Source: an optimization exercise on an open RTL-to-GDS flow (aim: small area and a short achievable clock period). Production flows keep margins and buffers that such runs may drop. Where RTL was checked, it was by simulation tests only, not by an equivalence proof against the original. Function not checked in runs 1 and 3: the RTL went through the layout flow alone. Power is estimated from default activity; no workload was simulated.

**flow/run.sh**
```bash
#!/bin/bash
# Standard ORFS layout, with plain buf_2 cells as the port buffers instead of
# the default delay-buffer cells, and timing repair aiming at 5.5 ns of setup
# slack.  Each tool's log is under orfs/logs/; make's output is in flow_make.log.
set -euo pipefail
bash standard.sh "BUFFER_PORTS_ARGS=-buffer_cell sky130_fd_sc_hd__buf_2" SETUP_SLACK_MARGIN=5.5 finish > flow_make.log 2>&1
```
**standard.sh**
```bash
#!/bin/bash
# synth_recipe.tcl (not shown) runs the flow's synth.tcl, then flattens the netlist and writes it again
# the make line also repeats each setting of config.mk as NAME=value (left out here)
make -C /OpenROAD-flow-scripts/flow DESIGN_CONFIG=/design/flow/config.mk WORK_HOME=/design/flow/orfs CLKGATE_MAP_FILE= SYNTH_SCRIPT=/design/flow/synth_recipe.tcl "${@:-finish}"
```
**config.mk**
```make
export PLATFORM = sky130hd
export DESIGN_NAME = output_timing
export DESIGN_NICKNAME = output_timing
export VERILOG_FILES = /design/flow/design.v
export SDC_FILE = /design/flow/constraint.sdc
export NUM_CORES = 4
export LEC_CHECK = 0
export CAP_MARGIN = 20
export CORE_MARGIN = 2
export CORE_UTILIZATION = 40
export SLEW_MARGIN = 20
```
**constraint.sdc**
```tcl
create_clock -name core_clock -period 8.0 [get_ports {clk}]
set_input_delay 1.6000 -clock core_clock [delete_from_list [all_inputs] [get_ports {clk}]]
set_output_delay 1.6000 -clock core_clock [all_outputs]
set_load 0.01 [all_outputs]
```
**design.v**
```verilog
module output_timing#(
  parameter HFP_WIDTH=8,
  parameter HSW_WIDTH=4,
  parameter HBP_WIDTH=8,
  parameter HACTIVE_WIDTH=16,
  parameter DATA_WIDTH=8,
  parameter VFP_WIDTH=8,
  parameter VSW_WIDTH=4,
  parameter VBP_WIDTH=8,
  parameter VACTIVE_WIDTH=16
)(
  input                       clk,
  input                       rst_n,
  input                       sync_en,
  input                       hpol_i,
  input [HFP_WIDTH-1:0]       hfp_i,
  input [HSW_WIDTH-1:0]       hsw_i,
  input [HBP_WIDTH-1:0]       hbp_i,
  input [HACTIVE_WIDTH-1:0]   hactive_i,
  input [VFP_WIDTH-1:0]       vfp_i,
  input [VSW_WIDTH-1:0]       vsw_i,
  input [VBP_WIDTH-1:0]       vbp_i,
  input [VACTIVE_WIDTH-1:0]   vactive_i,
  input [DATA_WIDTH-1:0]      datar_i,
  input [DATA_WIDTH-1:0]      datag_i,
  input [DATA_WIDTH-1:0]      datab_i,
  output [DATA_WIDTH-1:0]     datar_o,
  output [DATA_WIDTH-1:0]     datag_o,
  output [DATA_WIDTH-1:0]     datab_o,
  output                      hsync_o,
  output                      vsync_o,
  output                      de_o
);
localparam [1:0] FP = 2'd0, SW = 2'd1, BP = 2'd2, POST = 2'd3;
localparam [1:0] PRE = 2'd0, ACT = 2'd1, END = 2'd2, UNR = 2'd3;
function [6:0] wrapinfo;
  input [7:0] fp;
  input [3:0] sw;
  input [7:0] bp;
  reg   [3:0] s, k, g, p;
  reg         c2, c3, c4;
  reg   [5:0] n;
  begin
    s  = fp[3:0] ^ bp[3:0] ^ sw;
    k  = (fp[3:0] & bp[3:0]) | (fp[3:0] & sw) | (bp[3:0] & sw);
    g  = {s[3:1] & k[2:0], 1'b0};
    p  = {s[3:1] ^ k[2:0], s[0]};
    c2 = g[1];
    c3 = g[2] | (p[2] & g[1]);
    c4 = g[3] | (p[3] & g[2]) | (p[3] & p[2] & g[1]);
    n  = {k[3] & c4, k[3] ^ c4, p[3] ^ c3, p[2] ^ c2, p[1], p[0]};
    wrapinfo = {(&fp[7:4]) & (&bp[7:4]) & n[5], n == 6'd32, n == 6'd33, n[3:0]};
  end
endfunction
wire hfp_z = ~|hfp_i;
wire hsw_z = ~|hsw_i;
wire hbp_z = ~|hbp_i;
wire hfp_1 = (hfp_i == 8'd1);
wire hsw_1 = (hsw_i == 4'd1);
wire hbp_1 = (hbp_i == 8'd1);
wire hfp_2 = (hfp_i == 8'd2);
wire hsw_2 = (hsw_i == 4'd2);
wire hbp_2 = (hbp_i == 8'd2);
wire ha_z  = ~|hactive_i;
wire ha_1  = (hactive_i == 16'd1);
wire ha_2  = (hactive_i == 16'd2);
wire [6:0] hwi = wrapinfo(hfp_i, hsw_i, hbp_i);
reg       hw_r, hc0_r, hc1_r, ha_zr, ha_1r, ha_2r, hpfp_r, hpsw_r;
reg [3:0] hcw_r;
always @(posedge clk) begin
  hw_r   <= hwi[6];
  hcw_r  <= hwi[3:0];
  hc0_r  <= (hwi[6] & hwi[5]) | (hfp_z & hsw_z & hbp_z);
  hc1_r  <= (hwi[6] & hwi[4]) | (hfp_1 & hsw_z & hbp_z) | (hfp_z & hsw_1 & hbp_z)
          | (hfp_z & hsw_z & hbp_1);
  ha_zr  <= ha_z;
  ha_1r  <= ha_1;
  ha_2r  <= ha_2;
  hpfp_r <= hsw_z & hbp_z;
  hpsw_r <= hbp_z;
end
wire [1:0] he0_p = hc0_r ? (ha_zr ? END : ACT) : PRE;
wire       he0_l = hc0_r ? ha_1r : (hcw_r == 4'd1);
wire [1:0] he1_p = hc0_r ? ((ha_zr | ha_1r) ? END : ACT)
                 : hc1_r ? (ha_zr ? END : ACT) : PRE;
wire       he1_l = hc0_r ? ha_2r : hc1_r ? ha_1r : (hcw_r == 4'd2);
wire       he1_3 = !hc1_r;      
reg [1:0] hsp_r;
reg [7:0] hsk_r;     
reg       hsl_r;     
wire [1:0] hp0   = !hfp_z ? FP : !hsw_z ? SW : !hbp_z ? BP : POST;
wire [1:0] hp0n  = !hfp_z ? (!hsw_z ? SW : !hbp_z ? BP : POST)
                 : !hsw_z ? (!hbp_z ? BP : POST) : POST;
wire       hl0_1 = !hfp_z ? hfp_1 : !hsw_z ? hsw_1 : hbp_1;
wire       hl0_2 = !hfp_z ? hfp_2 : !hsw_z ? hsw_2 : hbp_2;
wire       hl0n1 = !hfp_z ? (!hsw_z ? hsw_1 : hbp_1) : hbp_1;
wire [1:0] hp1   = hl0_1 ? hp0n : hp0;
wire       hs1_3 = !hl0_1;
wire       hs1_l = hl0_1 ? hl0n1 : hl0_2;
wire [1:0] hsn = (hsp_r == FP) ? (!hsw_z ? SW : !hbp_z ? BP : POST)
               : (hsp_r == SW) ? (!hbp_z ? BP : POST) : POST;
wire       hsn_1 = (hsp_r == FP) ? (!hsw_z ? hsw_1 : hbp_1) : hbp_1;
wire       hsa_post = (hsp_r == POST)
                    | (hsl_r & ((hsp_r == BP) | ((hsp_r == FP) & hpfp_r) | ((hsp_r == SW) & hpsw_r)));
wire [7:0] hs_len = (hsp_r == FP) ? hfp_i : (hsp_r == SW) ? {4'd0, hsw_i} : hbp_i;
reg [1:0]  hep_r;
reg [15:0] hke_r;    
reg        hel_r;
wire        hunr  = (hep_r == UNR);
wire [1:0]  he_p  = hunr ? he1_p : hep_r;
wire        he_l  = hunr ? he1_l : hel_r;
wire [15:0] he_k  = {hke_r[15:2], hke_r[1] | hunr, hke_r[0] | (hunr & he1_3)};
wire h_reach_c = hw_r ? he_l : hsa_post;
wire h_at_end  = (he_p == END);
wire h_end     = ((he_p == ACT) & he_l) | ((he_p == PRE) & h_reach_c & ha_zr);
always @(posedge clk) begin
  if (!rst_n | h_at_end) begin
    hsp_r <= hp1;
    hsk_r <= {6'd1, hs1_3};
    hsl_r <= hs1_l;
  end else if (!sync_en) begin
    hsp_r <= hp0;
    hsk_r <= 8'd2;
    hsl_r <= hl0_1;
  end else if (hsl_r) begin
    hsp_r <= hsn;
    hsk_r <= 8'd2;
    hsl_r <= hsn_1;
  end else begin
    hsk_r <= hsk_r + 8'd1;
    hsl_r <= (hsk_r == hs_len);
  end
end
always @(posedge clk) begin
  if (!rst_n) begin
    hep_r <= UNR;
    hke_r <= 16'd0;
  end else if (h_at_end) begin
    hep_r <= he1_p;
    hke_r <= {15'd1, he1_3};
    hel_r <= he1_l;
  end else if (!sync_en) begin
    hep_r <= he0_p;
    hke_r <= 16'd2;
    hel_r <= he0_l;
  end else if ((he_p == PRE) & h_reach_c) begin
    hep_r <= ha_zr ? END : ACT;
    hke_r <= 16'd2;
    hel_r <= ha_1r;
  end else if ((he_p == ACT) & he_l) begin
    hep_r <= END;
  end else begin
    hep_r <= he_p;
    hke_r <= he_k + 16'd1;
    hel_r <= (he_p == PRE) ? (he_k[3:0] == hcw_r) : (he_k == hactive_i);
  end
end
reg hsync_r, de_r;
always @(posedge clk) begin
  hsync_r <= rst_n & sync_en & (hsp_r == SW);
  de_r    <= rst_n & sync_en & (he_p == ACT);
end
assign hsync_o = hsync_r;
assign de_o    = de_r;
wire vfp_z = ~|vfp_i;
wire vsw_z = ~|vsw_i;
wire vbp_z = ~|vbp_i;
wire vfp_1 = (vfp_i == 8'd1);
wire vsw_1 = (vsw_i == 4'd1);
wire vbp_1 = (vbp_i == 8'd1);
wire va_z  = ~|vactive_i;
wire va_1  = (vactive_i == 16'd1);
wire [6:0] vwi = wrapinfo(vfp_i, vsw_i, vbp_i);
reg       vw_r, vc0_r, va_zr, va_1r, vpfp_r, vpsw_r;
reg [3:0] vcw_r;
always @(posedge clk) begin
  vw_r   <= vwi[6];
  vcw_r  <= vwi[3:0];
  vc0_r  <= (vwi[6] & vwi[5]) | (vfp_z & vsw_z & vbp_z);
  va_zr  <= va_z;
  va_1r  <= va_1;
  vpfp_r <= vsw_z & vbp_z;
  vpsw_r <= vbp_z;
end
wire [1:0] ve0_p = vc0_r ? (va_zr ? END : ACT) : PRE;
wire       ve0_l = vc0_r ? va_1r : (vcw_r == 4'd1);
reg [1:0] vsp_r;
reg [7:0] vsk_r;
reg       vsl_r;
wire [1:0] vp0   = !vfp_z ? FP : !vsw_z ? SW : !vbp_z ? BP : POST;
wire       vl0_1 = !vfp_z ? vfp_1 : !vsw_z ? vsw_1 : vbp_1;
wire [1:0] vsn = (vsp_r == FP) ? (!vsw_z ? SW : !vbp_z ? BP : POST)
               : (vsp_r == SW) ? (!vbp_z ? BP : POST) : POST;
wire       vsn_1 = (vsp_r == FP) ? (!vsw_z ? vsw_1 : vbp_1) : vbp_1;
wire       vsa_post = (vsp_r == POST)
                    | (vsl_r & ((vsp_r == BP) | ((vsp_r == FP) & vpfp_r) | ((vsp_r == SW) & vpsw_r)));
wire [7:0] vs_len = (vsp_r == FP) ? vfp_i : (vsp_r == SW) ? {4'd0, vsw_i} : vbp_i;
reg [1:0]  vep_r;
reg [15:0] vke_r;
reg        vel_r;
wire        vunr  = (vep_r == UNR);
wire [1:0]  ve_p  = vunr ? ve0_p : vep_r;
wire        ve_l  = vunr ? ve0_l : vel_r;
wire [15:0] ve_k  = {vke_r[15:2], vke_r[1] | vunr, vke_r[0]};
wire v_reach_c = vw_r ? ve_l : vsa_post;
wire v_last    = (ve_p == END) | ((ve_p == ACT) & ve_l)
               | ((ve_p == PRE) & v_reach_c & va_zr);
always @(posedge clk) begin
  if (!rst_n | v_last) begin
    vsp_r <= vp0;
    vsk_r <= 8'd2;
    vsl_r <= vl0_1;
  end else if (h_end) begin
    if (vsl_r) begin
      vsp_r <= vsn;
      vsk_r <= 8'd2;
      vsl_r <= vsn_1;
    end else begin
      vsk_r <= vsk_r + 8'd1;
      vsl_r <= (vsk_r == vs_len);
    end
  end
end
always @(posedge clk) begin
  if (!rst_n) begin
    vep_r <= UNR;
    vke_r <= 16'd0;
  end else if (v_last) begin
    vep_r <= ve0_p;
    vke_r <= 16'd2;
    vel_r <= ve0_l;
  end else if (h_end) begin
    if ((ve_p == PRE) & v_reach_c) begin
      vep_r <= ACT;
      vke_r <= 16'd2;
      vel_r <= va_1r;
    end else begin
      vep_r <= ve_p;
      vke_r <= ve_k + 16'd1;
      vel_r <= (ve_p == PRE) ? (ve_k[3:0] == vcw_r) : (ve_k == vactive_i);
    end
  end
end
reg vsync_r;
always @(posedge clk) begin
  vsync_r <= rst_n & (vw_r ? (vsp_r != FP) : ((vsp_r == SW) | (ve_p == ACT)));
end
assign vsync_o = vsync_r;
reg [DATA_WIDTH-1:0] datar_r;
reg [DATA_WIDTH-1:0] datag_r;
reg [DATA_WIDTH-1:0] datab_r;
always @(posedge clk) begin
  if (!rst_n) begin
    datar_r <= {DATA_WIDTH{1'b0}};
    datag_r <= {DATA_WIDTH{1'b0}};
    datab_r <= {DATA_WIDTH{1'b0}};
  end else begin
    datar_r <= datar_i;
    datag_r <= datag_i;
    datab_r <= datab_i;
  end
end
assign datar_o = datar_r;
assign datag_o = datag_r;
assign datab_o = datab_r;
endmodule
```
==> flow_metrics.tcl, run 1 <==
set metrics [dict create \
    htree_levels 3 \
    final_common_cell "buf_2" \
    die_x_um 129 \
    antenna_found_initial 0 \
    period_share_pct 42.2 \
    async_flop_share_pct 0 \
    cts-root-buf "clkbuf_16" \
    clk_pin_slew_worst_paths_ns 0.07 \
    timing.final.crit_period_ns 3.38 \
    critPathMaxFanout 2 \
    synthCells 710 \
    synth.distinct_cells 69 \
    ant_nets 0 \
    ys_seq_elements 109 \
    hold_violations 0 \
    gr-usage-all-layers_pct 19.2 \
    n_antenna_cell 0 \
    cts.sinks 109 \
    setup_violations 0 \
    drive_above_1_share_pct 30.3 \
    routed_wl_um 16300 \
    syn_to_final_growth_pct 28.8 \
    syn_area_per_cell_um2 8.78 \
    cp-start-kind "primary input" \
    status "finished clean" \
    die_h_um 129 \
    final_cell_mix "111 x buf_2, 102 x dfxtp_1, 68 x nor2_1" \
    wl_per_cell_um 15.4 \
    skew_ns 0.00817 \
    die_area_um2 16600 \
    route.detailed.drc 0 \
    dr.pass1.iters 5 \
    clk-insertion-delay-late_ns 0.35 \
    cts_tree "yes" \
    cp.required_ns 8.27 \
    drv_cap 0 \
    io_buffer_count 125 \
    nNetsFinal 984 \
    first_iter_violations 297 \
    ys_seq_area_share_pct 36.1 \
    yosysTopAreaCellShare_pct 32.8 \
    synth.largest_area_cell "dfxtp_1" \
    ff_latch_area_um2 2250 \
    slew_headroom_pct 38.9 \
    placed_area_um2 7090 \
    rsz0062_at_grt "true" \
    cp-end-kind "flop" \
    numCtsBuffers 9 \
    grt_first_pass_wirelength_um 26100 \
    dp_hpwl_um 11800 \
    yosys_warnings 1 \
    grt-ovfl-total 0 \
    num_io_pins 127 \
    synth_area_um2 6230 \
    peakVddDrop_uv 101 \
    maxSlewViolCount 0 \
    row_count 45 \
    path_class "in2reg" \
    synthTopCellsByArea "dfxtp_1 33%, xnor2_1 8.3%, xor2_1 4.6%, nor2_1 4.3%, edfxtp_1 3.4%" \
    place_congestion 0.888 \
    synth_edf_count 7 \
    vias 5718 \
    p_per_area_nw_per_um2 177 \
    hold_path.class "reg2reg" \
    stdcell_area_um2 8030 \
    fin_setup_tns_ns 0 \
    syn_nets 830 \
    grt_max_degree 33 \
    viasPerCell 5.41 \
    synth-main-ff-cell "dfxtp_1" \
    crit_arrival_ns 3.65 \
    p_leak_uw 0.00322 \
    fmax_ghz 0.296 \
    multiInputGateArea_um2 3990 \
    worstMarginPinSlew_ns 0.912 \
    coreArea_um2 15200 \
    clockBufferDepth 2 \
    fillCellCount 1385 \
    start_util_pct 41.0 \
    grt_pass1_vias 5620 \
]
[critical path, cell delays in order]
cell	delay, ns
buf_8	0.10
fa_1	0.49
ha_1	0.30
a21o_1	0.12
a21oi_2	0.07
nor4_4	0.32
or4b_4	0.51
o221ai_2	0.13
[final cells by class]
cell class                 count  share of cell area [%]
clock inverter                 6                   0.561
timing repair buffer         170                    14.3
clock buffer                  10                    2.85
multi-input combinational    542                    49.7
sequential                   109                    28.1
tap                          188                    2.93
inverter                      32                    1.57
[power by group]
group | switching, uW | leakage, uW | internal, uW
clock network | 202 | 0.000132 | 214
logic | 197 | 0.00217 | 176
registers | 44.7 | 0.000910 | 587
total | 444 | 0.00322 | 977
[per-stage QoR]
| stage | setup WS (ns) | total power (uW) | cells | hold slack, ns | utilization (%) |
|---|---|---|---|---|---|
| 6_report | 4.62 | 1420 | 1057 | 0.490 | 52.8 |
| 5_1_grt | 4.58 | 1500 | 1057 | 0.505 | 52.8 |
| 4_1_cts | 4.63 | 1410 | 1040 | 0.483 | 51.2 |
| 3_5_place_dp | 4.05 | 963 | 997 | 0.477 | 46.6 |
| 3_3_place_gp | 4.04 | 954 | 997 | 0.467 | 46.6 |
| 2_1_floorplan | 4.45 | 866 | 710 | 0.447 | - |
[layer usage]
layer / up-vias / track usage (%) / routed length, um
met5: - / 0 / 0
met4: 0 / 7.54 / 367
met3: 37 / 2.91 / 814
met2: 184 / 32.9 / 7780
met1: 2663 / 24.4 / 7340
li1: 2834 / - / -
[worst paths after layout]
kind | endpoint | from | slack [ns] | depth (start not counted)
worst max-delay path | hc1_r | hfp_i[2] | 4.62 | 8
worst min-delay path | hsk_r[0] | hsk_r[0] | 0.49 | 1
worst min register to register | hsk_r[0] | hsk_r[0] | 0.49 | 1
worst max register to register | hsp_r[0] | hc0_r | 5.58 | 5
[synthesized netlist by cell type, types with 3 or more instances]
cell and n:
a211o_1 3, a211oi_1 3, a21o_1 10, a21oi_1 26
a22oi_1 9, a31o_2 3, a31oi_1 10, and2_1 25
and3_1 11, buf_2 7, buf_4 3, clkbuf_1 17
dfxtp_1 102, edfxtp_1 7, fa_1 10, ha_1 10
inv_1 32, mux2i_1 12, nand2_1 42, nand2b_1 9
nand3_1 27, nand4_1 22, nor2_1 72, nor2b_1 3
nor3_1 13, nor3b_1 5, nor4_1 20, nor4b_2 4
o211ai_1 3, o21a_1 3, o21ai_0 28, o31ai_1 4
or2_2 7, or3_1 4, or4_1 8, or4b_1 5
xnor2_1 59, xor2_1 33
[flip-flops by register name, summed over array words and instances (netlist names), 2 cells and up]
signal and count:
hke_r 16, vke_r 16, datab_r 8, datag_r 8, datar_r 8, hsk_r 8
vsk_r 8, hcw_r 4, vcw_r 4, hep_r 2, hsp_r 2, vep_r 2
vsp_r 2
[kinds of logic (layout without fill, tap and decap cells)]
family / Yosys count / in the layout / synth area share [%]
AO/OA/AOI/OAI: 126 / 126 / 13.9
adder cells (fa/ha/maj): 20 / 20 / 5.22
buffers and inverters: 59 / 218 / 3.88
flip-flops: 109 / 109 / 36.1
multiplexers: 13 / 13 / 2.11
AND/OR/NAND/NOR: 291 / 291 / 25.8
XOR/XNOR: 92 / 92 / 12.9
[repair_timing]
action / CTS / global route
gates resized for setup: 59 / 21
setup endpoints to repair: 69 / 47
buffers inserted: 27 / 16
gates cloned: 0 / 1
hold buffers: 0 / 0
pin swaps: 22 / 19
endpoints found under the hold margin: 0 / 0
==> run 2: changes to the inputs <==
--- a/design.v
+++ b/design.v
@@ -37,18 +37,9 @@
   input [7:0] fp;
   input [3:0] sw;
   input [7:0] bp;
-  reg   [3:0] s, k, g, p;
-  reg         c2, c3, c4;
   reg   [5:0] n;
   begin
-    s  = fp[3:0] ^ bp[3:0] ^ sw;
-    k  = (fp[3:0] & bp[3:0]) | (fp[3:0] & sw) | (bp[3:0] & sw);
-    g  = {s[3:1] & k[2:0], 1'b0};
-    p  = {s[3:1] ^ k[2:0], s[0]};
-    c2 = g[1];
-    c3 = g[2] | (p[2] & g[1]);
-    c4 = g[3] | (p[3] & g[2]) | (p[3] & p[2] & g[1]);
-    n  = {k[3] & c4, k[3] ^ c4, p[3] ^ c3, p[2] ^ c2, p[1], p[0]};
+    n = fp[3:0] + bp[3:0] + sw;
     wrapinfo = {(&fp[7:4]) & (&bp[7:4]) & n[5], n == 6'd32, n == 6'd33, n[3:0]};
   end
 endfunction
==> flow_metrics.tcl, run 2 <==
set metrics [dict create \
    cpMaxStageDelayCell "fa_1" \
    htree_levels 3 \
    worstMarginPinSlew_ns 0.672 \
    crit_arrival_ns 3.38 \
    cp-start-kind "primary input" \
    synthAdderAreaFrac_pct 5.23 \
    maxSlewViolCount 0 \
    first_iter_violations 300 \
    path_common_cell "nor4_2" \
    syn_nets 847 \
    fmax_ghz 0.320 \
    timing.final.crit_period_ns 3.13 \
    grt_max_degree 32 \
    rsz0062_at_grt "true" \
    yosysTopAreaCellShare_pct 32.9 \
    top_layer "met4" \
    vias 5720 \
    final_cell_mix "111 x buf_2, 101 x dfxtp_1, 63 x nor2_1" \
    fin_setup_tns_ns 0 \
    path_class "in2reg" \
    slew_headroom_pct 55.0 \
    place_congestion 0.913 \
    synth.distinct_cells 65 \
    io_buffer_count 125 \
    viasPerCell 5.48 \
    async_flop_share_pct 0 \
    fillCellCount 1431 \
    grt_pass1_vias 5539 \
    grt_first_pass_wirelength_um 26000 \
    p_leak_uw 0.00297 \
    finalCoreUtilization_pct 51.6 \
    clk-insertion-delay-late_ns 0.36 \
    numCtsBuffers 9 \
    critPathMaxFanout 2 \
    gr-usage-all-layers_pct 19.2 \
    coreArea_um2 15200 \
    period_share_pct 39.1 \
    stdcell_area_um2 7840 \
    clk_pin_slew_worst_paths_ns 0.07 \
    route.detailed.drc 0 \
    nNetsFinal 971 \
    synth_top_family_by_area "simple AND/OR/NAND/NOR gates" \
    status "finished clean" \
    wl_met2_um 7650 \
    drv_cap 0 \
    cp.required_ns 8.25 \
    grt-ovfl-total 0 \
    stdcell_count 1044 \
    yosys_warnings 1 \
    row_count 45 \
    synth_compound_area_share_pct 15.8 \
    worstPathCellList "buf_8, fa_1, ha_4, fa_2, a21oi_2, nor4_2, o21ai_1, nor4_2, a32o_1" \
    routed_wl_um 16100 \
    synthSimpleGateAreaFrac_pct 24.5 \
    ys_top_cells_by_count "102 x dfxtp_1, 67 x nor2_1, 60 x xnor2_1" \
    die_h_um 129 \
    syn_to_final_growth_pct 26.2 \
    cp-end-kind "flop" \
    syn_area_per_cell_um2 8.55 \
    synth-xor-area-share_pct 13.0 \
    skew_ns 0.00747 \
    die_x_um 129 \
    final_common_cell "buf_2" \
    whs_ns 0.479 \
    synth.largest_area_cell "dfxtp_1" \
    peakVddDrop_uv 118 \
    placed_area_um2 7060 \
    ys_seq_elements 109 \
    dr.pass1.iters 5 \
    num_io_pins 127 \
    antenna_found_initial 0 \
    cts_tree "yes" \
    met3_length_um 714 \
    critPathMaxStageDelay_ns 0.52 \
    n_antenna_cell 0 \
    synth_area_um2 6210 \
    drt-met1-wl_um 7530 \
    synthTopCellsByArea "dfxtp_1 33%, xnor2_1 8.5%, xor2_1 4.5%, nor2_1 4.0%, a21oi_1 3.6%" \
    ant_nets 0 \
    setup_violations 0 \
    synthCells 727 \
    synth_most_common_cell "dfxtp_1" \
    hold_path.class "reg2reg" \
    cts.sinks 109 \
    drive_above_1_share_pct 26.4 \
    reg_top3 "hke_r: 16 flops, vke_r: 16 flops" \
    hold_violations 0 \
    dp_cells 1006 \
    muxShareOfSynthArea_pct 1.79 \
    cts-root-buf "clkbuf_16" \
    die_area_um2 16500 \
    wl_per_cell_um 15.4 \
    synth_edf_count 7 \
    p_per_area_nw_per_um2 190 \
    ys_seq_area_share_pct 36.2 \
    clockBufferDepth 2 \
    dp_hpwl_um 11900 \
    synth-main-ff-cell "dfxtp_1" \
    start_util_pct 40.9 \
]
-- run 2: cell count changes in the layout (fill, tap and decap cells not counted), moves of 6 or more --
cell,previous run,this run
a21oi_1,23,40
buf_4,33,20
nor4_1,12,22
inv_1,24,15
buf_6,19,11
xnor2_1,53,60
xnor2_2,6,0
-- run 2: stage by stage --
step | setup slack (ns) | power [uW]
detailed placement | 4.15 | 991
global placement | 4.21 | 983
CTS | 4.87 | 1470
finish | 4.87 | 1490
global route | 4.84 | 1570
floorplan | 4.59 | 888
-- run 2: final timing paths --
kind	start	endpoint	slack [ns]	cells past startpoint
worst max-delay path	hsw_i[1]	hc0_r	4.87	9
worst min-delay path	vke_r[1]	vke_r[1]	0.48	2
worst max register to register	hc1_r	hke_r[11]	5.65	6
worst min register to register	vke_r[1]	vke_r[1]	0.48	2
-- run 2: per-layer routing --
metal / up-vias / track usage (%)
met4: 0 / 5.43
met2: 144 / 31.9
met1: 2706 / 25.1
met5: - / 0
li1: 2856 / -
met3: 14 / 4.20
-- run 2: repair_timing --
action / CTS / global route
setup endpoints to repair: 67 / 40
hold buffers: 0 / 0
setup buffers: 14 / 8
gates cloned: 0 / 0
pin swaps: 17 / 13
resized for setup: 45 / 34
-- run 2: layout make-up --
class | count | area, um2 | share of cell area, %
Timing Repair Buffer | 147 | 915 | 11.7
Clock buffer | 12 | 268 | 3.41
Multi-Input combinational cell | 564 | 4060 | 51.8
Clock inverter | 4 | 27.5 | 0.351
Tap cell | 188 | 235 | 3.00
Inverter | 20 | 83.8 | 1.07
Sequential cell | 109 | 2250 | 28.7
-- run 2: cell families (layout without fill, tap and decap cells) --
logic type,count (synthesis),in the layout
and+or+nand+nor,291,291
AOI/OAI and AO/OA,150,150
xor gates and xnor gates,92,92
muxes,11,11
buffers and inverters,54,183
DFF,109,109
adders and majority gates,20,20
-- run 2: power by group --
part	switching, uW	internal [uW]	total (uW)
registers	43.6	588	632
clock network	205	240	445
logic	220	190	410
-- run 2: worst max-delay path: cells and delay by family --
| family | cells | cell delay (ns) |
|---|---|---|
| compound gates | 3 | 0.49 |
| fa+ha+maj | 3 | 1.06 |
| buf+inv | 1 | 0.10 |
| simple gates | 2 | 0.13 |
==> run 3: changes to the inputs <==
--- a/design.v
+++ b/design.v
@@ -37,10 +37,21 @@
   input [7:0] fp;
   input [3:0] sw;
   input [7:0] bp;
+  reg   [3:0] s, k;
+  reg   [4:1] g, t;
+  reg   [5:2] c;
   reg   [5:0] n;
   begin
-    n = fp[3:0] + bp[3:0] + sw;
-    wrapinfo = {(&fp[7:4]) & (&bp[7:4]) & n[5], n == 6'd32, n == 6'd33, n[3:0]};
+    s = fp[3:0] ^ bp[3:0] ^ sw;
+    k = (fp[3:0] & bp[3:0]) | (fp[3:0] & sw) | (bp[3:0] & sw);
+    g = {1'b0, s[3:1] & k[2:0]};
+    t = {k[3], s[3:1] | k[2:0]};
+    c[2] = g[1];
+    c[3] = g[2] | (t[2] & g[1]);
+    c[4] = g[3] | (t[3] & g[2]) | (t[3] & t[2] & g[1]);
+    c[5] = (t[4] & g[3]) | (t[4] & t[3] & g[2]) | (t[4] & t[3] & t[2] & g[1]);
+    n = {c[5], k[3] ^ c[4], s[3] ^ k[2] ^ c[3], s[2] ^ k[1] ^ c[2], s[1] ^ k[0], s[0]};
+    wrapinfo = {(&fp[7:4]) & (&bp[7:4]) & c[5], n == 6'd32, n == 6'd33, n[3:0]};
   end
 endfunction
 wire hfp_z = ~|hfp_i;
==> flow_metrics.tcl, run 3 <==
set metrics [dict create \
    die_x_um 130 \
    ys_seq_elements 109 \
    start_util_pct 40.6 \
    setup_violations 0 \
    synth-main-ff-cell "dfxtp_1" \
    critPathTopFamily "simple AND/OR/NAND/NOR gates" \
    synthSimpleGateAreaFrac_pct 23.0 \
    synth_compound_area_share_pct 17.7 \
    grt_pass1_vias 5356 \
    worstPathBufferInverterCount 1 \
    rsz0062_at_grt "true" \
    io_buffer_count 125 \
    placed_area_um2 7340 \
    worstMarginPinSlew_ns 0.858 \
    yosysTopAreaCellShare_pct 32.0 \
    synth_edf_count 7 \
    num_io_pins 127 \
    maxSlewViolCount 0 \
    grt_first_pass_wirelength_um 26200 \
    grt-ovfl-total 0 \
    critPathMaxStageDelay_ns 0.51 \
    nNetsFinal 1013 \
    numCtsBuffers 9 \
    wl_per_cell_um 14.8 \
    cp.required_ns 8.19 \
    final_common_cell "buf_2" \
    grt_max_degree 20 \
    route.detailed.drc 0 \
    synth.largest_area_cell "dfxtp_1" \
    multiInputGateArea_um2 4190 \
    critPathMaxFanout 2 \
    cp-end-kind "flop" \
    gr-usage-all-layers_pct 19.2 \
    synth_area_um2 6370 \
    synthCells 747 \
    path_common_cell "or4_4" \
    cts.sinks 109 \
    final_cell_mix "106 x buf_2, 102 x dfxtp_1, 54 x xor2_1" \
    coreArea_um2 15700 \
    die_area_um2 17000 \
    synth_top_family_by_area "simple AND/OR/NAND/NOR gates" \
    synthTopCellsByArea "dfxtp_1 32%, xor2_1 7.4%, edfxtp_1 3.3%, fa_1 3.1%, o21ai_0 3.1%" \
    ys_seq_area_share_pct 35.3 \
    p_per_area_nw_per_um2 192 \
    path_class "in2reg" \
    drive_above_1_share_pct 30.1 \
    syn_to_final_growth_pct 30.7 \
    muxShareOfSynthArea_pct 2.77 \
    skew_ns 0.0103 \
    fillCellCount 1479 \
    slew_headroom_pct 42.4 \
    period_share_pct 39.5 \
    cp-start-kind "primary input" \
    fin_setup_tns_ns 0 \
    row_count 46 \
    worstPathCellList "buf_6, or4_4, or4_4, or2_4, a21oi_1, o2111ai_1, o21ai_1" \
    ys_top_cells_by_count "102 x dfxtp_1, 54 x xor2_1, 52 x nor2_1" \
    clockBufferDepth 2 \
    status "finished clean" \
    synthAdderAreaFrac_pct 5.89 \
    cpMaxStageDelayCell "or4_4" \
    hold_path.class "reg2reg" \
    die_h_um 130 \
    p_leak_uw 0.00341 \
    cts_hold_buf 0 \
    n_antenna_cell 0 \
    crit_arrival_ns 3.35 \
    cts_tree "yes" \
    first_iter_violations 373 \
    synth_most_common_cell "dfxtp_1" \
    drv_cap 0 \
    synth.distinct_cells 69 \
    htree_levels 3 \
    cts-root-buf "clkbuf_16" \
    reg_top3 "hke_r: 16 flops, vke_r: 16 flops" \
    antenna_found_initial 0 \
    syn_area_per_cell_um2 8.53 \
    timing.final.crit_period_ns 3.16 \
    dp_hpwl_um 11700 \
    place_congestion 0.827 \
    syn_nets 871 \
    fmax_ghz 0.317 \
    stdcell_area_um2 8330 \
    routed_wl_um 16400 \
    synth-xor-area-share_pct 10.0 \
    clk_pin_slew_worst_paths_ns 0.08 \
    ff_latch_area_um2 2250 \
    ant_nets 0 \
    dr.pass1.iters 5 \
    vias 5833 \
    peakVddDrop_uv 123 \
    yosys_warnings 1 \
    hold_violations 0 \
    viasPerCell 5.25 \
    async_flop_share_pct 0 \
    clk-insertion-delay-late_ns 0.36 \
]
run 3: power breakdown:
part | internal (uW) | leakage (uW) | switching, uW
sequential | 593 | 0.000910 | 57.8
combinational | 237 | 0.00236 | 267
clock | 219 | 0.000141 | 222
total | 1050 | 0.00341 | 547
run 3: kinds of logic after synthesis:
family                     after synthesis
adders and majority gates               24
buffers and inverters                   84
xor gates and xnor gates                73
AOI/OAI and AO/OA                      163
muxes                                   17
and+or+nand+nor                        277
DFF                                    109
run 3: final cells by class:
| cell class | count | share of cell area, % |
|---|---|---|
| multi-input combinational | 555 | 50.3 |
| tap | 216 | 3.24 |
| sequential | 109 | 27.0 |
| inverter | 50 | 2.63 |
| clock buffer | 10 | 2.75 |
| clock inverter | 6 | 0.661 |
| timing repair buffer | 164 | 13.4 |
run 3: worst reg2reg max path: stages (launching register included):
cell and delay, ns:
dfxtp_1 0.33, or4b_4 0.56, a221oi_4 0.28, mux2_4 0.28
a22oi_2 0.11, buf_4 0.22, or4b_1 0.49, nand3_2 0.07
run 3: stage by stage:
step                      power [uW]  cells  setup slack [ns]  utilization (%)  hold slack, ns
after floorplan                  985    747              4.68                -           0.462
after global placement          1080   1055              4.21             46.7           0.486
after detailed placement        1090   1055              4.22             46.7           0.492
after CTS                       1570   1092              4.83             51.1           0.505
after global routing            1690   1110              4.79             53.0           0.525
final                           1600   1110              4.84             53.0           0.501
run 3: path summary, 6_finish.rpt:
kind	startpoint	endpoint	depth (start not counted)	slack, ns
min	hke_r[15]	hke_r[15]	2	0.50
min reg2reg	hke_r[15]	hke_r[15]	2	0.50
max reg2reg	hcw_r[0]	vke_r[7]	7	5.62
max	vbp_i[4]	vsl_r	7	4.84
run 3: per-layer routing:
| metal | part of all wire, % | track usage (%) |
|---|---|---|
| met5 | 0 | 0 |
| met4 | 1.2 | 4.93 |
| met3 | 3.8 | 3.40 |
| met2 | 48 | 31.8 |
| met1 | 47 | 25.9 |
run 3: what timing repair did:
action	in CTS	in global routing
setup buffers	19	18
gates cloned	2	0
setup endpoints to repair	73	52
pin swaps	30	22
gates resized for setup	64	43
==> run 4: changes to the inputs <==
--- a/design.v
+++ b/design.v
@@ -37,21 +37,10 @@
   input [7:0] fp;
   input [3:0] sw;
   input [7:0] bp;
-  reg   [3:0] s, k;
-  reg   [4:1] g, t;
-  reg   [5:2] c;
   reg   [5:0] n;
   begin
-    s = fp[3:0] ^ bp[3:0] ^ sw;
-    k = (fp[3:0] & bp[3:0]) | (fp[3:0] & sw) | (bp[3:0] & sw);
-    g = {1'b0, s[3:1] & k[2:0]};
-    t = {k[3], s[3:1] | k[2:0]};
-    c[2] = g[1];
-    c[3] = g[2] | (t[2] & g[1]);
-    c[4] = g[3] | (t[3] & g[2]) | (t[3] & t[2] & g[1]);
-    c[5] = (t[4] & g[3]) | (t[4] & t[3] & g[2]) | (t[4] & t[3] & t[2] & g[1]);
-    n = {c[5], k[3] ^ c[4], s[3] ^ k[2] ^ c[3], s[2] ^ k[1] ^ c[2], s[1] ^ k[0], s[0]};
-    wrapinfo = {(&fp[7:4]) & (&bp[7:4]) & c[5], n == 6'd32, n == 6'd33, n[3:0]};
+    n = fp[3:0] + bp[3:0] + sw;
+    wrapinfo = {(&fp[7:4]) & (&bp[7:4]) & n[5], n == 6'd32, n == 6'd33, n[3:0]};
   end
 endfunction
 wire hfp_z = ~|hfp_i;
==> flow/run.sh (replaced) <==
#!/bin/bash
# Standard ORFS layout, with plain buf_1 cells as the port buffers instead of
# the default delay-buffer cells, and timing repair aiming at 5.0 ns of setup
# slack.  Each tool's log is under orfs/logs/; make's output is in flow_make.log.
set -euo pipefail
bash standard.sh "BUFFER_PORTS_ARGS=-buffer_cell sky130_fd_sc_hd__buf_1" SETUP_SLACK_MARGIN=5.0 finish > flow_make.log 2>&1
--- a/config.mk
+++ b/config.mk
@@ -7,5 +7,5 @@
 export LEC_CHECK = 0
 export CAP_MARGIN = 20
 export CORE_MARGIN = 2
-export CORE_UTILIZATION = 40
+export CORE_UTILIZATION = 65
 export SLEW_MARGIN = 20
==> flow_metrics.tcl, run 4 <==
set metrics [dict create \
    n_antenna_cell 0 \
    wl_per_cell_um 15.3 \
    synthTopCellsByArea "dfxtp_1 33%, xnor2_1 8.5%, xor2_1 4.5%, nor2_1 4.0%, a21oi_1 3.6%" \
    r2r_end "vke_r[1]" \
    power_frac_seq_pct 48.4 \
    period_share_pct 40.2 \
    finalCoreUtilization_pct 77.2 \
    place_congestion 0.930 \
    p_sw_uw 433 \
    drive_above_1_share_pct 8.20 \
    antenna_found_initial 0 \
    routed_wl_um 14900 \
    dr.pass1.iters 7 \
    hold_path.class "reg2reg" \
    cp-start-kind "primary input" \
    synth_compound_area_share_pct 15.8 \
    cp-end-kind "flop" \
    clockBufferDepth 2 \
    vias 5725 \
    synth_area_um2 6210 \
    power_frac_clock_pct 25.5 \
    clk-insertion-delay-late_ns 0.37 \
    gr-usage-all-layers_pct 28.0 \
    dp_hpwl_um 11100 \
    syn_to_final_growth_pct 14.7 \
    status "finished clean" \
    numCtsBuffers 9 \
    dp_slack_ns 3.89 \
    synth.distinct_cells 65 \
    ant_nets 0 \
    peakVddDrop_uv 122 \
    synth_top_family_by_area "simple AND/OR/NAND/NOR gates" \
    power_uw 1320 \
    startpoint "hbp_i[1]" \
    slew_headroom_pct 47.5 \
    critPathMaxFanout 6 \
    htree_levels 3 \
    nNetsFinal 956 \
    yosys_warnings 1 \
    viasPerCell 5.90 \
    rrSetupSlack_ns 5.18 \
    cts-root-buf "clkbuf_8" \
    coreArea_um2 9240 \
    synth-main-ff-cell "dfxtp_1" \
    timing.final.crit_period_ns 3.22 \
    crit_arrival_ns 3.52 \
    die_area_um2 10400 \
    endpoint "hc0_r" \
    maxSlewViolCount 0 \
    die_x_um 102 \
    p_leak_uw 0.00246 \
    path_class "in2reg" \
    pwr-share-comb_pct 26.0 \
    worst_slack_ns 4.78 \
    first_iter_violations 263 \
    ys_top_cells_by_count "102 x dfxtp_1, 67 x nor2_1, 60 x xnor2_1" \
    p_per_area_nw_per_um2 185 \
    rsz0062_at_grt "true" \
    synth.largest_area_cell "dfxtp_1" \
    ys_seq_elements 109 \
    ys_seq_area_share_pct 36.2 \
    intPower_uw 888 \
    hold_start "vke_r[1]" \
    hold_violations 0 \
    start_util_pct 67.3 \
    drv_cap 0 \
    die_h_um 102 \
    async_flop_share_pct 0 \
    grt_pass1_vias 5197 \
    synthSimpleGateAreaFrac_pct 24.5 \
    final_common_cell "buf_1" \
    worstMarginPinSlew_ns 0.782 \
    muxShareOfSynthArea_pct 1.79 \
    route.detailed.drc 0 \
    synth_edf_count 7 \
    stdcell_count 970 \
    grt_first_pass_wirelength_um 23400 \
    yosysTopAreaCellShare_pct 32.9 \
    fmax_ghz 0.311 \
    synthCells 727 \
    cts_tree "yes" \
    syn_area_per_cell_um2 8.55 \
    cts.sinks 109 \
    rr_worst_depth 6 \
    dp_cells 948 \
    synth-xor-area-share_pct 13.0 \
    clk_pin_slew_worst_paths_ns 0.11 \
    reg_top3 "hke_r: 16 flops, vke_r: 16 flops" \
    fin_setup_tns_ns 0 \
    io_buffer_count 125 \
    grt-ovfl-total 0 \
    num_io_pins 127 \
    grt_max_degree 32 \
    syn_nets 847 \
    rr_startpoint "hep_r[0]" \
    row_count 35 \
    synth_most_common_cell "dfxtp_1" \
    final_cell_mix "113 x buf_1, 102 x dfxtp_1, 67 x nor2_1" \
    skew_ns 0.0196 \
    setup_violations 0 \
    synthAdderAreaFrac_pct 5.23 \
    switching_share_pct 32.8 \
    cp.required_ns 8.30 \
]
-- run 4: cell types whose count changed in the layout (fill, tap and decap cells not counted), sizes merged, moves of 13 or more --
cell   before  now
nor2       52   67
xnor2      19   60
inv        53   21
nand3      37   24
xor2       54   32
buf       162  129
-- run 4: stage by stage --
stage,area (um2),hold slack [ns]
floorplan,6270,0.449
global placement,6740,0.472
detailed placement,6740,0.511
CTS,7050,0.517
global route,7130,0.561
finish,7130,0.524
-- run 4: logic make-up (layout without fill, tap and decap cells) --
family / Yosys count / count (layout)
XOR/XNOR: 92 / 92
adder cells (fa/ha/maj): 20 / 20
buffers and inverters: 54 / 168
AND/OR/NAND/NOR: 291 / 291
flip-flops: 109 / 109
AO/OA/AOI/OAI: 150 / 150
multiplexers: 11 / 11
-- run 4: worst max-delay path, cell delays in order --
cell and delay [ns]:
buf_2 0.14, fa_1 0.48, ha_4 0.19, fa_2 0.37, buf_4 0.14, xor2_1 0.15, nor4_2 0.28, a32o_1 0.17
-- run 4: power by group through the flow --
stage | clock network (uW) | registers, uW | logic (uW)
after floorplan | 0 | 623 | 255
after global placement | 0 | 651 | 307
after detailed placement | 0 | 653 | 318
after CTS | 344 | 640 | 330
after global routing | 369 | 646 | 381
final | 337 | 640 | 344
-- run 4: worst min-delay path by stage --
| stage | end | cells after the start | slack, ns |
|---|---|---|---|
| finish | vke_r[1] | 2 | 0.52 |
| global placement | vke_r[1] | 2 | 0.47 |
| floorplan | vke_r[1] | 2 | 0.45 |
| CTS | vke_r[1] | 2 | 0.52 |
| global route | vke_r[1] | 2 | 0.56 |
| detailed placement | vke_r[1] | 2 | 0.51 |
-- run 4: what timing repair did --
action | in CTS | in global routing
gates resized for setup | 26 | 14
hold endpoints to repair | 0 | 0
setup buffers | 3 | 3
setup endpoints to repair | 36 | 26
pin swaps | 9 | 5
hold buffers | 0 | 0
-- run 4: final cells by class --
cell class                      instances  area, um2
Sequential cell                       109       2250
Clock inverter                          4       35.0
Fill cell                             716       2110
Clock buffer                           12        176
Tap cell                              129        161
Timing Repair Buffer                  132        572
Multi-Input combinational cell        564       3850
Inverter                               20       81.3
-- run 4: metal layers --
metal  up-vias  wire (um)  GRT usage (%)
li1       2840          -              -
met1      2655       6460           36.4
met2       209       7490           47.7
met3        21        759           3.93
met4         0        178           9.36
met5         -          0              0
==> run 5: changes to the inputs <==
==> flow/run.sh (replaced) <==
#!/bin/bash
# Standard ORFS layout, with plain buf_2 cells as the port buffers instead of
# the default delay-buffer cells.  Each tool's output is in the ORFS logs under
# orfs/logs/; make's own output is in flow_make.log.
set -euo pipefail
bash standard.sh "BUFFER_PORTS_ARGS=-buffer_cell sky130_fd_sc_hd__buf_2" finish > flow_make.log 2>&1
--- a/config.mk
+++ b/config.mk
@@ -7,5 +7,6 @@
 export LEC_CHECK = 0
 export CAP_MARGIN = 20
 export CORE_MARGIN = 2
-export CORE_UTILIZATION = 65
+export CORE_UTILIZATION = 40
+export SETUP_SLACK_MARGIN = 5
 export SLEW_MARGIN = 20
==> flow_metrics.tcl, run 5 <==
set metrics [dict create \
    stdcell_area_um2 7500 \
    timing.final.crit_period_ns 3.22 \
    hold_path.class "reg2reg" \
    synthTopCellsByArea "dfxtp_1 33%, xnor2_1 8.5%, xor2_1 4.5%, nor2_1 4.0%, a21oi_1 3.6%" \
    syn_nets 847 \
    maxSlewViolCount 0 \
    rrSetupSlack_ns 5.17 \
    drv_cap 0 \
    clk_pin_slew_worst_paths_ns 0.07 \
    ys_seq_elements 109 \
    first_iter_violations 365 \
    slew_headroom_pct 42.8 \
    cts.sinks 109 \
    rr_worst_depth 5 \
    rsz0062_at_grt "true" \
    synth-main-ff-cell "dfxtp_1" \
    n_antenna_cell 0 \
    vias 5694 \
    clockBufferDepth 2 \
    worstMarginPinSlew_ns 0.854 \
    final_cell_mix "116 x buf_2, 102 x dfxtp_1, 67 x nor2_1" \
    yosys_warnings 1 \
    start_util_pct 40.9 \
    final_common_cell "buf_2" \
    cp-start-kind "primary input" \
    grt_max_degree 32 \
    fin_setup_tns_ns 0 \
    synth.distinct_cells 65 \
    ant_nets 0 \
    cp-end-kind "flop" \
    cts_hold_buf 0 \
    p_per_area_nw_per_um2 189 \
    reg_top3 "hke_r: 16 flops, vke_r: 16 flops" \
    synth_edf_count 7 \
    syn_to_final_growth_pct 20.7 \
    hold_end "vke_r[1]" \
    clk-insertion-delay-late_ns 0.35 \
    r2r_end "vke_r[4]" \
    place_congestion 0.871 \
    antenna_found_initial 0 \
    critPathMaxFanout 2 \
    die_x_um 129 \
    fmax_ghz 0.311 \
    rr_startpoint "hsp_r[0]" \
    hold_start "vke_r[1]" \
    whs_path_depth 2 \
    path_class "in2reg" \
    fillCellCount 1474 \
    grt-ovfl-total 0 \
    nNetsFinal 964 \
    synth_area_um2 6210 \
    htree_levels 3 \
    die_area_um2 16500 \
    cts-root-buf "clkbuf_16" \
    coreArea_um2 15200 \
    numCtsBuffers 9 \
    ys_top_cells_by_count "102 x dfxtp_1, 67 x nor2_1, 60 x xnor2_1" \
    grt_first_pass_wirelength_um 26100 \
    crit_arrival_ns 3.51 \
    async_flop_share_pct 0 \
    setup_violations 0 \
    cts_tree "yes" \
    route.detailed.drc 0 \
    skew_ns 0.00744 \
    num_io_pins 127 \
    peakVddDrop_uv 106 \
    row_count 45 \
    synth.largest_area_cell "dfxtp_1" \
    status "finished clean" \
    cp.required_ns 8.29 \
    placed_area_um2 6970 \
    die_h_um 129 \
    p_leak_uw 0.00287 \
    synthCells 727 \
    synth_most_common_cell "dfxtp_1" \
    gr-usage-all-layers_pct 19.2 \
    hold_violations 0 \
    drive_above_1_share_pct 22.1 \
    grt_pass1_vias 5542 \
    dr.pass1.iters 5 \
    viasPerCell 5.49 \
    routed_wl_um 15800 \
    dp_hpwl_um 11900 \
    wl_per_cell_um 15.2 \
    yosysTopAreaCellShare_pct 32.9 \
    period_share_pct 40.2 \
    ys_seq_area_share_pct 36.2 \
    io_buffer_count 125 \
    syn_area_per_cell_um2 8.55 \
]
==> run 5: critical path: stages <==
cell and delay [ns]:
buf_8 0.10, fa_1 0.53, ha_2 0.19, fa_2 0.22
a21oi_2 0.08, nor4_4 0.15, o21ai_1 0.12, nor4_2 0.36
a32o_1 0.16
==> run 5: where the power goes <==
part / leakage [uW] / internal (uW) / total [uW] / switching, uW
Sequential: 0.000910 / 588 / 640 / 51.2
Clock: 0.000128 / 220 / 423 / 203
Combinational: 0.00183 / 160 / 356 / 196
Total: 0.00287 / 968 / 1420 / 450
==> run 5: how the worst max path moves through the flow <==
stage / cells past startpoint / startpoint / slack [ns] / endpoint
after floorplan: 11 / hfp_i[0] / 4.56 / hc0_r
after global placement: 11 / hfp_i[0] / 4.03 / hc0_r
after detailed placement: 6 / rst_n / 4.02 / vsp_r[0]
after CTS: 9 / hsw_i[1] / 4.78 / hc0_r
after global routing: 9 / hbp_i[1] / 4.69 / hc0_r
final: 9 / hsw_i[1] / 4.78 / hc0_r
==> run 5: routing by layer <==
layer	GRT usage (%)	part of all wire (%)
met1	25.2	46
met2	32.1	47
met3	3.91	5.1
met4	5.88	1.7
met5	0	0
==> run 5: cell families after synthesis <==
group,Yosys count,share of synthesized area (%)
AOI/OAI and AO/OA,150,15.8
xor gates and xnor gates,92,13.0
adders and majority gates,20,5.23
buffers and inverters,54,3.38
DFF,109,36.2
muxes,11,1.79
and+or+nand+nor,291,24.5
==> run 5: stage by stage <==
stage | cells | power [uW] | hold WS, ns | util [%] | setup slack [ns]
floorplan | 727 | 878 | 0.449 | - | 4.56
global placement | 1006 | 972 | 0.470 | 45.8 | 4.03
finish | 1037 | 1420 | 0.479 | 49.3 | 4.78
detailed placement | 1006 | 982 | 0.481 | 45.8 | 4.02
CTS | 1026 | 1420 | 0.479 | 48.4 | 4.78
global route | 1037 | 1500 | 0.501 | 49.3 | 4.69
==> run 5: cell type report <==
class | count | area, um2 | share of cell area [%]
clock buffers | 11 | 243 | 3.24
repair buffers | 140 | 795 | 10.6
multi-input cells | 564 | 3860 | 51.5
inverters | 20 | 81.3 | 1.08
clock inverters | 5 | 36.3 | 0.484
well taps | 188 | 235 | 3.14
flip-flops and latches | 109 | 2250 | 30.0
==> run 5: timing repair <==
item,in CTS,in global routing
setup buffers,4,11
gates resized for setup,19,16
setup endpoints to repair,37,36
pin swaps,9,11
==> run 6: changes to the inputs <==
--- a/design.v
+++ b/design.v
@@ -33,14 +33,45 @@
 );
 localparam [1:0] FP = 2'd0, SW = 2'd1, BP = 2'd2, POST = 2'd3;
 localparam [1:0] PRE = 2'd0, ACT = 2'd1, END = 2'd2, UNR = 2'd3;
-function [6:0] wrapinfo;
+function [7:0] csa;
   input [7:0] fp;
   input [3:0] sw;
   input [7:0] bp;
-  reg   [5:0] n;
   begin
-    n = fp[3:0] + bp[3:0] + sw;
-    wrapinfo = {(&fp[7:4]) & (&bp[7:4]) & n[5], n == 6'd32, n == 6'd33, n[3:0]};
+    csa = {fp[3:0] ^ bp[3:0] ^ sw,
+           (fp[3:0] & bp[3:0]) | (fp[3:0] & sw) | (bp[3:0] & sw)};
+  end
+endfunction
+function eqk;
+  input [7:0] sk;
+  input [5:0] c;
+  reg   [5:0] x, y, g;
+  begin
+    x   = {2'b00, sk[7:4]};
+    y   = {1'b0, sk[3:0], 1'b0};
+    g   = (x & y) | ((x | y) & ~c);
+    eqk = ((x ^ y ^ c) == {g[4:0], 1'b0});
+  end
+endfunction
+function [4:0] wrapinfo;
+  input [7:0] fp;
+  input [3:0] sw;
+  input [7:0] bp;
+  reg   [7:0] sk;
+  reg   [3:0] s, k;
+  reg         g1, g2, g3, t2, t3, c3;
+  begin
+    sk = csa(fp, sw, bp);
+    s  = sk[7:4];
+    k  = sk[3:0];
+    g1 = s[1] & k[0];
+    g2 = s[2] & k[1];
+    g3 = s[3] & k[2];
+    t2 = s[2] | k[1];
+    t3 = s[3] | k[2];
+    c3 = g2 | (t2 & g1);
+    wrapinfo = {(&fp[7:4]) & (&bp[7:4]) & k[3] & (g3 | (t3 & c3)),
+                s[3] ^ k[2] ^ c3, s[2] ^ k[1] ^ g1, s[1] ^ k[0], s[0]};
   end
 endfunction
 wire hfp_z = ~|hfp_i;
@@ -55,14 +86,16 @@
 wire ha_z  = ~|hactive_i;
 wire ha_1  = (hactive_i == 16'd1);
 wire ha_2  = (hactive_i == 16'd2);
-wire [6:0] hwi = wrapinfo(hfp_i, hsw_i, hbp_i);
+wire [4:0] hwi = wrapinfo(hfp_i, hsw_i, hbp_i);
+wire [7:0] hcs = csa(hfp_i, hsw_i, hbp_i);
+wire       hff = (&hfp_i[7:4]) & (&hbp_i[7:4]);
 reg       hw_r, hc0_r, hc1_r, ha_zr, ha_1r, ha_2r, hpfp_r, hpsw_r;
 reg [3:0] hcw_r;
 always @(posedge clk) begin
-  hw_r   <= hwi[6];
+  hw_r   <= hwi[4];
   hcw_r  <= hwi[3:0];
-  hc0_r  <= (hwi[6] & hwi[5]) | (hfp_z & hsw_z & hbp_z);
-  hc1_r  <= (hwi[6] & hwi[4]) | (hfp_1 & hsw_z & hbp_z) | (hfp_z & hsw_1 & hbp_z)
+  hc0_r  <= (hff & eqk(hcs, 6'd32)) | (hfp_z & hsw_z & hbp_z);
+  hc1_r  <= (hff & eqk(hcs, 6'd33)) | (hfp_1 & hsw_z & hbp_z) | (hfp_z & hsw_1 & hbp_z)
           | (hfp_z & hsw_z & hbp_1);
   ha_zr  <= ha_z;
   ha_1r  <= ha_1;
@@ -161,35 +194,43 @@
 wire vbp_1 = (vbp_i == 8'd1);
 wire va_z  = ~|vactive_i;
 wire va_1  = (vactive_i == 16'd1);
-wire [6:0] vwi = wrapinfo(vfp_i, vsw_i, vbp_i);
-reg       vw_r, vc0_r, va_zr, va_1r, vpfp_r, vpsw_r;
+wire [1:0] vp0   = !vfp_z ? FP : !vsw_z ? SW : !vbp_z ? BP : POST;
+wire       vl0_1 = !vfp_z ? vfp_1 : !vsw_z ? vsw_1 : vbp_1;
+wire [4:0] vwi = wrapinfo(vfp_i, vsw_i, vbp_i);
+wire [7:0] vcs = csa(vfp_i, vsw_i, vbp_i);
+wire       vff = (&vfp_i[7:4]) & (&vbp_i[7:4]);
+reg       vw_r, vc0_r, va_zr, va_1r, vpfp_r, vpsw_r, vl0_1r;
+reg [1:0] vp0_r;
 reg [3:0] vcw_r;
 always @(posedge clk) begin
-  vw_r   <= vwi[6];
+  vw_r   <= vwi[4];
   vcw_r  <= vwi[3:0];
-  vc0_r  <= (vwi[6] & vwi[5]) | (vfp_z & vsw_z & vbp_z);
+  vc0_r  <= (vff & eqk(vcs, 6'd32)) | (vfp_z & vsw_z & vbp_z);
   va_zr  <= va_z;
   va_1r  <= va_1;
   vpfp_r <= vsw_z & vbp_z;
   vpsw_r <= vbp_z;
+  vp0_r  <= vp0;
+  vl0_1r <= vl0_1;
 end
 wire [1:0] ve0_p = vc0_r ? (va_zr ? END : ACT) : PRE;
 wire       ve0_l = vc0_r ? va_1r : (vcw_r == 4'd1);
 reg [1:0] vsp_r;
 reg [7:0] vsk_r;
 reg       vsl_r;
-wire [1:0] vp0   = !vfp_z ? FP : !vsw_z ? SW : !vbp_z ? BP : POST;
-wire       vl0_1 = !vfp_z ? vfp_1 : !vsw_z ? vsw_1 : vbp_1;
-wire [1:0] vsn = (vsp_r == FP) ? (!vsw_z ? SW : !vbp_z ? BP : POST)
-               : (vsp_r == SW) ? (!vbp_z ? BP : POST) : POST;
-wire       vsn_1 = (vsp_r == FP) ? (!vsw_z ? vsw_1 : vbp_1) : vbp_1;
-wire       vsa_post = (vsp_r == POST)
-                    | (vsl_r & ((vsp_r == BP) | ((vsp_r == FP) & vpfp_r) | ((vsp_r == SW) & vpsw_r)));
-wire [7:0] vs_len = (vsp_r == FP) ? vfp_i : (vsp_r == SW) ? {4'd0, vsw_i} : vbp_i;
+wire       vunr  = (vep_r == UNR);
+wire [1:0] vsp_e = vunr ? vp0_r : vsp_r;
+wire       vsl_e = vunr ? vl0_1r : vsl_r;
+wire [7:0] vsk_e = {vsk_r[7:2], vsk_r[1] | vunr, vsk_r[0]};
+wire [1:0] vsn = (vsp_e == FP) ? (!vsw_z ? SW : !vbp_z ? BP : POST)
+               : (vsp_e == SW) ? (!vbp_z ? BP : POST) : POST;
+wire       vsn_1 = (vsp_e == FP) ? (!vsw_z ? vsw_1 : vbp_1) : vbp_1;
+wire       vsa_post = (vsp_e == POST)
+                    | (vsl_e & ((vsp_e == BP) | ((vsp_e == FP) & vpfp_r) | ((vsp_e == SW) & vpsw_r)));
+wire [7:0] vs_len = (vsp_e == FP) ? vfp_i : (vsp_e == SW) ? {4'd0, vsw_i} : vbp_i;
 reg [1:0]  vep_r;
 reg [15:0] vke_r;
 reg        vel_r;
-wire        vunr  = (vep_r == UNR);
 wire [1:0]  ve_p  = vunr ? ve0_p : vep_r;
 wire        ve_l  = vunr ? ve0_l : vel_r;
 wire [15:0] ve_k  = {vke_r[15:2], vke_r[1] | vunr, vke_r[0]};
@@ -198,17 +239,16 @@
                | ((ve_p == PRE) & v_reach_c & va_zr);
 always @(posedge clk) begin
   if (!rst_n | v_last) begin
-    vsp_r <= vp0;
-    vsk_r <= 8'd2;
-    vsl_r <= vl0_1;
+    vsk_r <= 8'd0;
   end else if (h_end) begin
-    if (vsl_r) begin
+    if (vsl_e) begin
       vsp_r <= vsn;
       vsk_r <= 8'd2;
       vsl_r <= vsn_1;
     end else begin
-      vsk_r <= vsk_r + 8'd1;
-      vsl_r <= (vsk_r == vs_len);
+      vsp_r <= vsp_e;
+      vsk_r <= vsk_e + 8'd1;
+      vsl_r <= (vsk_e == vs_len);
     end
   end
 end
@@ -217,9 +257,8 @@
     vep_r <= UNR;
     vke_r <= 16'd0;
   end else if (v_last) begin
-    vep_r <= ve0_p;
-    vke_r <= 16'd2;
-    vel_r <= ve0_l;
+    vep_r <= UNR;
+    vke_r <= 16'd0;
   end else if (h_end) begin
     if ((ve_p == PRE) & v_reach_c) begin
       vep_r <= ACT;
@@ -234,7 +273,7 @@
 end
 reg vsync_r;
 always @(posedge clk) begin
-  vsync_r <= rst_n & (vw_r ? (vsp_r != FP) : ((vsp_r == SW) | (ve_p == ACT)));
+  vsync_r <= rst_n & (vw_r ? (vsp_e != FP) : ((vsp_e == SW) | (ve_p == ACT)));
 end
 assign vsync_o = vsync_r;
 reg [DATA_WIDTH-1:0] datar_r;
==> flow/run.sh (replaced) <==
#!/bin/bash
# Standard ORFS layout, with plain buf_2 cells as the port buffers instead of
# the default delay-buffer cells, and timing repair aiming at 5.5 ns of setup
# slack.  Each tool's log is under orfs/logs/; make's output is in flow_make.log.
set -euo pipefail
bash standard.sh "BUFFER_PORTS_ARGS=-buffer_cell sky130_fd_sc_hd__buf_2" SETUP_SLACK_MARGIN=5.5 finish > flow_make.log 2>&1
--- a/config.mk
+++ b/config.mk
@@ -8,5 +8,4 @@
 export CAP_MARGIN = 20
 export CORE_MARGIN = 2
 export CORE_UTILIZATION = 40
-export SETUP_SLACK_MARGIN = 5
 export SLEW_MARGIN = 20
==> flow_metrics.tcl, run 6 <==
set metrics [dict create \
    dp_slack_ns 4.46 \
    viasPerCell 5.23 \
    grt-ovfl-total 0 \
    die_h_um 129 \
    cts_hold_buf 0 \
    route.detailed.drc 0 \
    final_common_cell "dfxtp_1" \
    first_iter_violations 273 \
    skew_ns 0.00888 \
    cts_tree "yes" \
    cts-root-buf "clkbuf_16" \
    rr_worst_depth 8 \
    grt_pass1_vias 5292 \
    ant_nets 0 \
    p_leak_uw 0.00325 \
    worstMarginPinSlew_ns 0.719 \
    n_antenna_cell 0 \
    worst_slack_ns 4.99 \
    io_buffer_count 125 \
    ys_seq_area_share_pct 36.9 \
    path_class "in2reg" \
    hold_path.class "reg2reg" \
    die_x_um 129 \
    grt_max_degree 34 \
    cp-start-kind "primary input" \
    synth.largest_area_cell "dfxtp_1" \
    ys_seq_elements 112 \
    synth_edf_count 7 \
    synth.distinct_cells 72 \
    die_area_um2 16700 \
    rr_startpoint "vep_r[1]" \
    antenna_found_initial 0 \
    dr.pass1.iters 4 \
    fillCellCount 1410 \
    async_flop_share_pct 0 \
    yosys_warnings 1 \
    ys_top_cells_by_count "105 x dfxtp_1, 73 x nor2_1, 58 x xor2_1" \
    grt_first_pass_wirelength_um 24900 \
    timing.final.crit_period_ns 3.01 \
    startpoint "hbp_i[2]" \
    hold_violations 0 \
    drive_above_1_share_pct 28.7 \
    start_util_pct 41.1 \
    clk_pin_slew_worst_paths_ns 0.07 \
    wl_per_cell_um 14.3 \
    r2r_end "vsl_r" \
    status "finished clean" \
    htree_levels 3 \
    synth_most_common_cell "dfxtp_1" \
    peakVddDrop_uv 98.9 \
    num_io_pins 127 \
    rrSetupSlack_ns 5.62 \
    placed_area_um2 7140 \
    cts.sinks 112 \
    numCtsBuffers 9 \
    routed_wl_um 15000 \
    gr-usage-all-layers_pct 18.4 \
    stdcell_area_um2 7990 \
    synthTopCellsByArea "dfxtp_1 34%, xor2_1 8.1%, xnor2_1 5.3%, nor2_1 4.4%, fa_1 3.8%" \
    syn_area_per_cell_um2 8.86 \
    row_count 45 \
    fin_setup_tns_ns 0 \
    cp.required_ns 8.25 \
    place_congestion 0.834 \
    synthCells 707 \
    clk-insertion-delay-late_ns 0.36 \
    dp_hpwl_um 11400 \
    coreArea_um2 15300 \
    yosysTopAreaCellShare_pct 33.5 \
    reg_top3 "hke_r: 16 flops, vke_r: 16 flops" \
    synth_area_um2 6270 \
    vias 5480 \
    fmax_ghz 0.332 \
    crit_arrival_ns 3.27 \
    synth-main-ff-cell "dfxtp_1" \
    setup_violations 0 \
    drv_cap 0 \
    syn_to_final_growth_pct 27.5 \
    syn_nets 835 \
    nNetsFinal 961 \
    endpoint "hc1_r" \
    period_share_pct 37.7 \
    rsz0062_at_grt "true" \
    p_per_area_nw_per_um2 173 \
    clockBufferDepth 2 \
    slew_headroom_pct 51.4 \
    critPathMaxFanout 3 \
    maxSlewViolCount 0 \
    final_cell_mix "105 x dfxtp_1, 103 x buf_2, 69 x nor2_1" \
    cp-end-kind "flop" \
]
==> run 6: changes by cell type after synthesis, sizes merged, moves of 5 or more <==
cell    previous run  this run
buf                7        12
clkbuf            27        16
inv               20        35
xor2              32        58
nor4              32        25
nand2             45        37
a21oi             45        29
nor2              67        73
xnor2             60        38
ha                10        16
a31oi              9         4
==> run 6: worst min-delay path by stage <==
stage	start	end	slack (ns)	depth (start not counted)
after floorplan	vsk_r[7]	vsk_r[7]	0.47	2
after global placement	vsk_r[1]	vsk_r[1]	0.48	2
after detailed placement	vsk_r[1]	vsk_r[1]	0.49	2
after CTS	vsk_r[1]	vsk_r[1]	0.50	2
after global routing	vsk_r[1]	vsk_r[1]	0.52	2
final	vsk_r[1]	vsk_r[1]	0.50	2
==> run 6: layout make-up <==
type                            count  area, um2  area share [%]
Clock inverter                      4       25.0           0.313
Sequential cell                   112       2310            28.9
Multi-Input combinational cell    532       4060            50.8
Clock buffer                       11        264            3.30
Timing Repair Buffer              143        921            11.5
Inverter                           35        146            1.83
Tap cell                          211        264            3.30
==> run 6: cell families after synthesis <==
family          Yosys count  share of synthesized area [%]
simple gates            279                           23.6
compound gates          112                           12.0
buf+inv                  63                           3.99
xor+xnor                 96                           13.4
flops                   112                           36.9
mux                      17                           2.98
fa+ha+maj                28                           7.03
==> run 6: through the flow <==
step                total power, uW  utilization, %  instances  hold slack (ns)
detailed placement              916            46.8       1015            0.487
CTS                            1390            51.3       1047            0.496
global placement                907            46.8       1015            0.484
finish                         1380            52.4       1048            0.496
global route                   1460            52.4       1048            0.524
floorplan                       828               -        707            0.469
==> run 6: critical path, cell delays in order <==
cell     delay (ns)
buf_8          0.11
fa_2           0.61
ha_1           0.28
xnor2_2        0.16
nor4_2         0.27
nand3_1        0.15
o41ai_2        0.09
==> run 6: report_power, final <==
group	leakage, uW	total [uW]	internal [uW]	switching (uW)
sequential	0.000928	620	595	24.9
combinational	0.00218	329	150	179
clock	0.000147	435	237	198
total	0.00325	1380	982	402
==> run 6: layer usage <==
| metal | share of wire (%) | track usage, % | vias up |
|---|---|---|---|
| met2 | 49 | 31.6 | 147 |
| met3 | 5.3 | 3.96 | 17 |
| met4 | 1.4 | 6.07 | 0 |
| met5 | 0 | 0 | - |
| met1 | 44 | 22.9 | 2597 |
| li1 | - | - | 2719 |
==> run 6: what timing repair did <==
item,4_1_cts,5_1_grt
gates resized for setup,68,39
endpoints found under the setup margin,73,58
buffers inserted,17,1
pin swaps,30,19

==> what the ideal ports hide <==
How much do the figures lean on ideal ports? The routed layouts below were timed once more, with nothing changed but the port constraints. Step 1 (the two cells are an assumption about what drives the block):
set clk [get_ports {clk}]
set_driving_cell -lib_cell sky130_fd_sc_hd__clkbuf_16 $clk
set_driving_cell -lib_cell sky130_fd_sc_hd__buf_2 [delete_from_list [all_inputs] $clk]
Step 2 times the ports against the registers' clock, not the clock port: input delays grow and output delays shrink by t, the midpoint of the rising clock arrivals with the driver on. a / b / c = no drivers / after step 1 / after step 2; a / b = the first two.
| run | shift t [ns] | slack for setup (ns) | slew at the worst register clock pin (ns) | worst slew at a driven data input, ns | cell pins on the clock port's net |
|---|---|---|---|---|---|
| run 1 | 0.384 | 4.624 / 4.623 / 4.239 | 0.07 / 0.07 | 0.15 | 1 |
| run 2 | 0.395 | 4.874 / 4.878 / 4.483 | 0.07 / 0.07 | 0.09 | 1 |
| run 3 | 0.391 | 4.843 / 4.850 / 4.459 | 0.08 / 0.08 | 0.13 | 1 |
| run 4 | 0.390 | 4.782 / 4.783 / 4.393 | 0.11 / 0.11 | 0.05 | 1 |
| run 5 | 0.386 | 4.783 / 4.784 / 4.398 | 0.07 / 0.07 | 0.06 | 1 |
| run 6 | 0.392 | 4.988 / 4.989 / 4.598 | 0.07 / 0.07 | 0.06 | 1 |
After both steps every run listed still meets setup and hold. For run 2, which loses most, drivers alone change the setup slack by +0.004 ns; drivers and shift together by -0.391 ns.
